What follows belongs to an exercise in optimizing a design on an open flow for small area, a short achievable clock period and few clock cycles; a production flow would make more cautious choices.
Function was checked by simulation only, so behaviour that the tests miss may differ from the original.
Power and IR drop assume default switching activity.

==> 04-25 <==
==> flow/design.v (excerpt) <==
module router (
        idata_0, ivalid_0, ivch_0, oack_0, ordy_0, olck_0,
        idata_1, ivalid_1, ivch_1, oack_1, ordy_1, olck_1,
        idata_2, ivalid_2, ivch_2, oack_2, ordy_2, olck_2,
        idata_3, ivalid_3, ivch_3, oack_3, ordy_3, olck_3,
        idata_4, ivalid_4, ivch_4, oack_4, ordy_4, olck_4,
        odata_0, ovalid_0, ovch_0, iack_0, ilck_0,
        odata_1, ovalid_1, ovch_1, iack_1, ilck_1,
        odata_2, ovalid_2, ovch_2, iack_2, ilck_2,
        odata_3, ovalid_3, ovch_3, iack_3, ilck_3,
        odata_4, ovalid_4, ovch_4, iack_4, ilck_4,
        my_xpos, my_ypos,
        clk, rst_
);
parameter       ROUTERID = 0;
input   [34:0] idata_0;
input              ivalid_0;
input   [0:0]  ivch_0;
output  [1:0]   oack_0;
output  [1:0]   ordy_0;
output  [1:0]   olck_0;
input   [34:0] idata_1;
input              ivalid_1;
input   [0:0]  ivch_1;
output  [1:0]   oack_1;
output  [1:0]   ordy_1;
output  [1:0]   olck_1;
input   [34:0] idata_2;
input              ivalid_2;
input   [0:0]  ivch_2;
output  [1:0]   oack_2;
output  [1:0]   ordy_2;
output  [1:0]   olck_2;
input   [34:0] idata_3;
input              ivalid_3;
input   [0:0]  ivch_3;
output  [1:0]   oack_3;
output  [1:0]   ordy_3;
output  [1:0]   olck_3;
input   [34:0] idata_4;
input              ivalid_4;
input   [0:0]  ivch_4;
output  [1:0]   oack_4;
output  [1:0]   ordy_4;
output  [1:0]   olck_4;
output  [34:0] odata_0;
output             ovalid_0;
output  [0:0]  ovch_0;
input   [1:0]   iack_0;
  ...
Settings: LEC_CHECK=0, CAP_MARGIN=20, CORE_MARGIN=2, CORE_UTILIZATION=35, SETUP_SLACK_MARGIN=3.3, SLEW_MARGIN=20; clock period 6.5 ns.
run.sh (not shown) runs the stock make flow with config.mk's settings and CLKGATE_MAP_FILE= SYNTH_SCRIPT=/design/flow/synth_recipe.tcl, a recipe that flattens the netlist after the stock synthesis.
==> inputs of 11-10, as changes to 04-25 <==
--- a/flow/design.v
+++ b/flow/design.v
@@ -37,14 +37,16 @@
 assign idata[3] = idata_3; assign ivalid[3] = ivalid_3; assign ivch[3] = ivch_3;
 assign idata[4] = idata_4; assign ivalid[4] = ivalid_4; assign ivch[4] = ivch_4;
 assign iack[0] = iack_0; assign iack[1] = iack_1; assign iack[2] = iack_2;
 assign iack[3] = iack_3; assign iack[4] = iack_4;
 assign ilck[0] = ilck_0; assign ilck[1] = ilck_1; assign ilck[2] = ilck_2;
 assign ilck[3] = ilck_3; assign ilck[4] = ilck_4;
 reg  [5:0]  ram   [0:49];        
+reg  [5:0]  frr   [0:9];         
+reg  [9:0]  ne, bh, bt;          
 reg  [2:0]  wr_a  [0:9];
 reg  [2:0]  rd_a  [0:9];
 reg  [3:0]  d_cnt [0:9];
 reg  [1:0]  state [0:9];
 reg  [9:0]  send;
 reg  [9:0]  req;
 reg  [2:0]  port1 [0:9];
@@ -83,41 +85,54 @@
                            ty == 3'b010 || ty == 3'b011,
                            idata[p][8], rt};
         for (v = 0; v < 2; v = v + 1) begin : g_v
                 localparam k = p*2 + v;
                 wire       wr_en = ivch[p] == v ? ivalid[p] : 1'b0;
                 wire       rd_en = send[k];
                 wire       full  = d_cnt[k] == 5;
-                wire       empty = d_cnt[k] == 0;
+                wire       empty = ~ne[k];
                 wire       set   = (~full | rd_en) & wr_en;
-                wire [5:0] fr    = rd_a[k] == 0 ? ram[k*5]   :
-                                   rd_a[k] == 1 ? ram[k*5+1] :
-                                   rd_a[k] == 2 ? ram[k*5+2] :
-                                   rd_a[k] == 3 ? ram[k*5+3] : ram[k*5+4];
-                wire       bhead = ~empty & fr[5];
-                wire       btail = ~empty & fr[4];
+                wire       rd    = ~empty & rd_en;
+                wire [2:0] rd_n  = rd ? ((rd_a[k] == 4) ? 3'd0 : rd_a[k] + 3'd1) : rd_a[k];
+                wire [5:0] fr    = frr[k];
+                wire [5:0] rn    = (set && wr_a[k] == rd_n) ? tag :
+                                   rd_n == 0 ? ram[k*5]   :
+                                   rd_n == 1 ? ram[k*5+1] :
+                                   rd_n == 2 ? ram[k*5+2] :
+                                   rd_n == 3 ? ram[k*5+3] : ram[k*5+4];
+                always @ (posedge clk)
+                        frr[k] <= rn;
+                wire       bhead = bh[k];
+                wire       btail = bt[k];
                 always @ (posedge clk) begin
                         if (rst_ == 1'b0)
                                 wr_a[k] <= 0;
                         else if (set)
                                 wr_a[k] <= (wr_a[k] == 4) ? 0 : wr_a[k] + 1;
                 end
                 always @ (posedge clk) begin
                         if (rst_ == 1'b0)
                                 rd_a[k] <= 0;
-                        else if (~empty & rd_en)
-                                rd_a[k] <= (rd_a[k] == 4) ? 0 : rd_a[k] + 1;
+                        else
+                                rd_a[k] <= rd_n;
                 end
+                wire [3:0] dn    = (~full & wr_en & ~(rd_en & ~empty)) ? d_cnt[k] + 4'd1 :
+                                   (~empty & rd_en & ~wr_en) ? d_cnt[k] - 4'd1 : d_cnt[k];
                 always @ (posedge clk) begin
-                        if (rst_ == 1'b0)
+                        if (rst_ == 1'b0) begin
                                 d_cnt[k] <= 0;
-                        else if (~full & wr_en & ~(rd_en & ~empty))
-                                d_cnt[k] <= d_cnt[k] + 1;
-                        else if (~empty & rd_en & ~wr_en)
-                                d_cnt[k] <= d_cnt[k] - 1;
+                                ne[k]    <= 0;
+                                bh[k]    <= 0;
+                                bt[k]    <= 0;
+                        end else begin
+                                d_cnt[k] <= dn;
+                                ne[k]    <= dn != 0;
+                                bh[k]    <= dn != 0 && rn[5];
+                                bt[k]    <= dn != 0 && rn[4];
+                        end
                 end
                 for (e = 0; e < 5; e = e + 1) begin : g_e
                         always @ (posedge clk)
                                 if (set && wr_a[k] == e)
                                         ram[k*5+e] <= tag;
                 end
                 assign vport[k] = bhead ? fr[2:0] : port1[k];
@@ -406,15 +421,14 @@
 reg  [1:0]  rdyr [0:4];          
 wire [34:0] front[0:4];          
 wire [4:0]  av;                  
 wire [4:0]  hw;                  
 wire [4:0]  last;                
 wire [4:0]  gnt;                 
 reg  [2:0]  cnt  [0:9];          
-reg  [4:0]  own  [0:9];          
 reg  [9:0]  oz, cz, co;          
 reg  [9:0]  hok;                 
 reg  [4:0]  cand [0:9];          
 reg  [4:0]  mj;                  
 reg  [4:0]  hrr  [0:4];          
 wire [4:0]  grt  [0:4];          
 function [4:0] ffs5;
@@ -533,23 +547,27 @@
 for (q = 0; q < 5; q = q + 1) begin : g_out
         wire [4:0] hq  = hw & {dst[4][q], dst[3][q], dst[2][q], dst[1][q], dst[0][q]};
         wire [4:0] hv  = {dvc[4], dvc[3], dvc[2], dvc[1], dvc[0]};
         wire [4:0] h0  = hq & ~hv;
         wire [4:0] h1  = hq & hv;
         wire [2:0] n0  = h0[0] + h0[1] + h0[2] + h0[3] + h0[4];
         wire [2:0] n1  = h1[0] + h1[1] + h1[2] + h1[3] + h1[4];
-        wire       b0  = (own[q*2]   & av) != 0;
-        wire       b1  = (own[q*2+1] & av) != 0;
+        wire [4:0] act = {~rsel[4][0], ~rsel[3][0], ~rsel[2][0], ~rsel[1][0], ~rsel[0][0]};
+        wire [4:0] dq  = {dst[4][q], dst[3][q], dst[2][q], dst[1][q], dst[0][q]};
+        wire [4:0] own0 = act & dq & ~hv;
+        wire [4:0] own1 = act & dq & hv;
+        wire       b0  = (own0 & av) != 0;
+        wire       b1  = (own1 & av) != 0;
         wire       s0  = b0 | (hok[q*2]   & (cz[q*2]   | (co[q*2]   & iack[q][0])));
         wire       s1  = b1 | (hok[q*2+1] & (cz[q*2+1] | (co[q*2+1] & iack[q][1])));
         wire       vs  = mj[q] ? s1 : !s0;
         wire       gv  = s0 | s1;
         wire       bv  = vs ? b1 : b0;
-        wire [4:0] g   = !gv ? 5'b0 : vs ? (b1 ? own[q*2+1] : cand[q*2+1]) :
-                                            (b0 ? own[q*2]   : cand[q*2]);
+        wire [4:0] g   = !gv ? 5'b0 : vs ? (b1 ? own1 : cand[q*2+1]) :
+                                            (b0 ? own0 : cand[q*2]);
         assign grt[q]  = g;
         wire       gl  = (g & last) != 0;
         wire [34:0] gd = ({35{g[0]}} & front[0]) | ({35{g[1]}} & front[1]) |
                          ({35{g[2]}} & front[2]) | ({35{g[3]}} & front[3]) |
                          ({35{g[4]}} & front[4]);
         always @ (posedge clk) begin
                 odata[q] <= gd;
@@ -574,23 +592,21 @@
                 wire       dec  = iack[q][i] && !cz[q*2+i];
                 wire [2:0] cn   = cnt[q*2+i] + sent - dec;
                 always @ (posedge clk) begin
                         if (rst_ == 1'b0) begin
                                 cnt[q*2+i] <= 0;
                                 cz[q*2+i]  <= 1;
                                 co[q*2+i]  <= 0;
-                                own[q*2+i] <= 0;
                                 oz[q*2+i]  <= 1;
                                 hok[q*2+i] <= 0;
                         end else begin
                                 cnt[q*2+i] <= cn;
                                 cz[q*2+i]  <= cn == 0;
                                 co[q*2+i]  <= cn == 1;
                                 if (sent) begin
-                                        own[q*2+i] <= gl ? 5'b0 : g;
                                         oz[q*2+i]  <= gl;
                                         hok[q*2+i] <= bv && gl && hdv;
                                 end else
                                         hok[q*2+i] <= oz[q*2+i] && hdv;
                         end
                 end
         end
==> comparison table <==
| quantity | 04-25 | 11-10 |
|---|---|---|
| Wire length of the first global-routing pass | 438000 um | 450000 um |
| Run status | no timing/DRC/antenna violations | no timing/DRC/antenna violations |
| Cell area after synthesis | 85200 um2 | 86900 um2 |
| Multi-input gates | 4606 | 4869 |
| Flop pwr share | 0.405 | 0.407 |
| Half-perimeter wire length after detailed placement | 204000 um | 214000 um |
| Multi-input gate share of total cell area | 0.338 | 0.341 |
| Ratio of routed vias to standard cells | 5.80 | 5.79 |
| Net switching component of the power | 11.7 mW | 12.3 mW |
| Crit-path max FO | 4 | 7 |
| Average detailed-routed wire length per instance | 26.6 um | 27.1 um |
| Core Area | 243000 um2 | 246000 um2 |
| Layout overhead on the synthesized area | 29.3% | 27.0% |
| Count of vias placed by the detailed router | 67443 | 68792 |
| Critical Path Slowest Stage Cell | sky130_fd_sc_hd__or3_4 | sky130_fd_sc_hd__edfxtp_1 |
| Number of DRC violations after detailed-routing iteration 0 | 8820 | 9234 |
| Clock network power share | 0.331 | 0.325 |
| Top cell type's share of synthesized area | 0.398 | 0.390 |
| Routed length on met2 | 142000 um | 143000 um |
| Fraction of area in registers | 0.453 | 0.454 |
| Cell Int Power | 24.6 mW | 24.8 mW |
| Clock sink count | 1910 | 1930 |
| Power in sequential cells | 14.7 mW | 15.1 mW |
| Worst hold path startpoint | oz[0] | rsel[0][4] |
| Total Die Area | 247000 um2 | 252000 um2 |
| Source of the worst register-to-register timing path | sh.rd_a[6][1] | dvc[2] |
| Largest net degree at the start of global routing | 184 | 148 |
Testbench counts of 04-25, summed over its fixed seeds: cycles 8,208.
Testbench counts of 11-10, summed over its fixed seeds: cycles 8,208.

## port drivers added, routing unchanged
The flow's constraints put no driver on any port. The routed layouts listed below were extracted and timed again, unchanged, in two steps.
Step 1 assumes that a clkbuf_16 drives the clock port and a buf_2 every other input.
Step 2 times the ports against the registers' clock, not the clock port: input delays grow and output delays shrink by t, the midpoint of the rising clock arrivals with the driver on.
Three values: ideal, step 1, step 2; two values: the first two.
| run | t (ns) | setup WS [ns] | worst setup path at the end |
|---|---|---|---|
| 04-25 | 0.943 | 2.340 / 2.340 / 2.271 | input to register |
| 11-10 | 0.942 | 3.084 / 3.084 / 2.310 | input to register |
After both steps every run listed still meets setup and hold. For 11-10, which loses most, drivers alone change the setup slack by 0.000 ns; drivers and shift together by -0.774 ns.
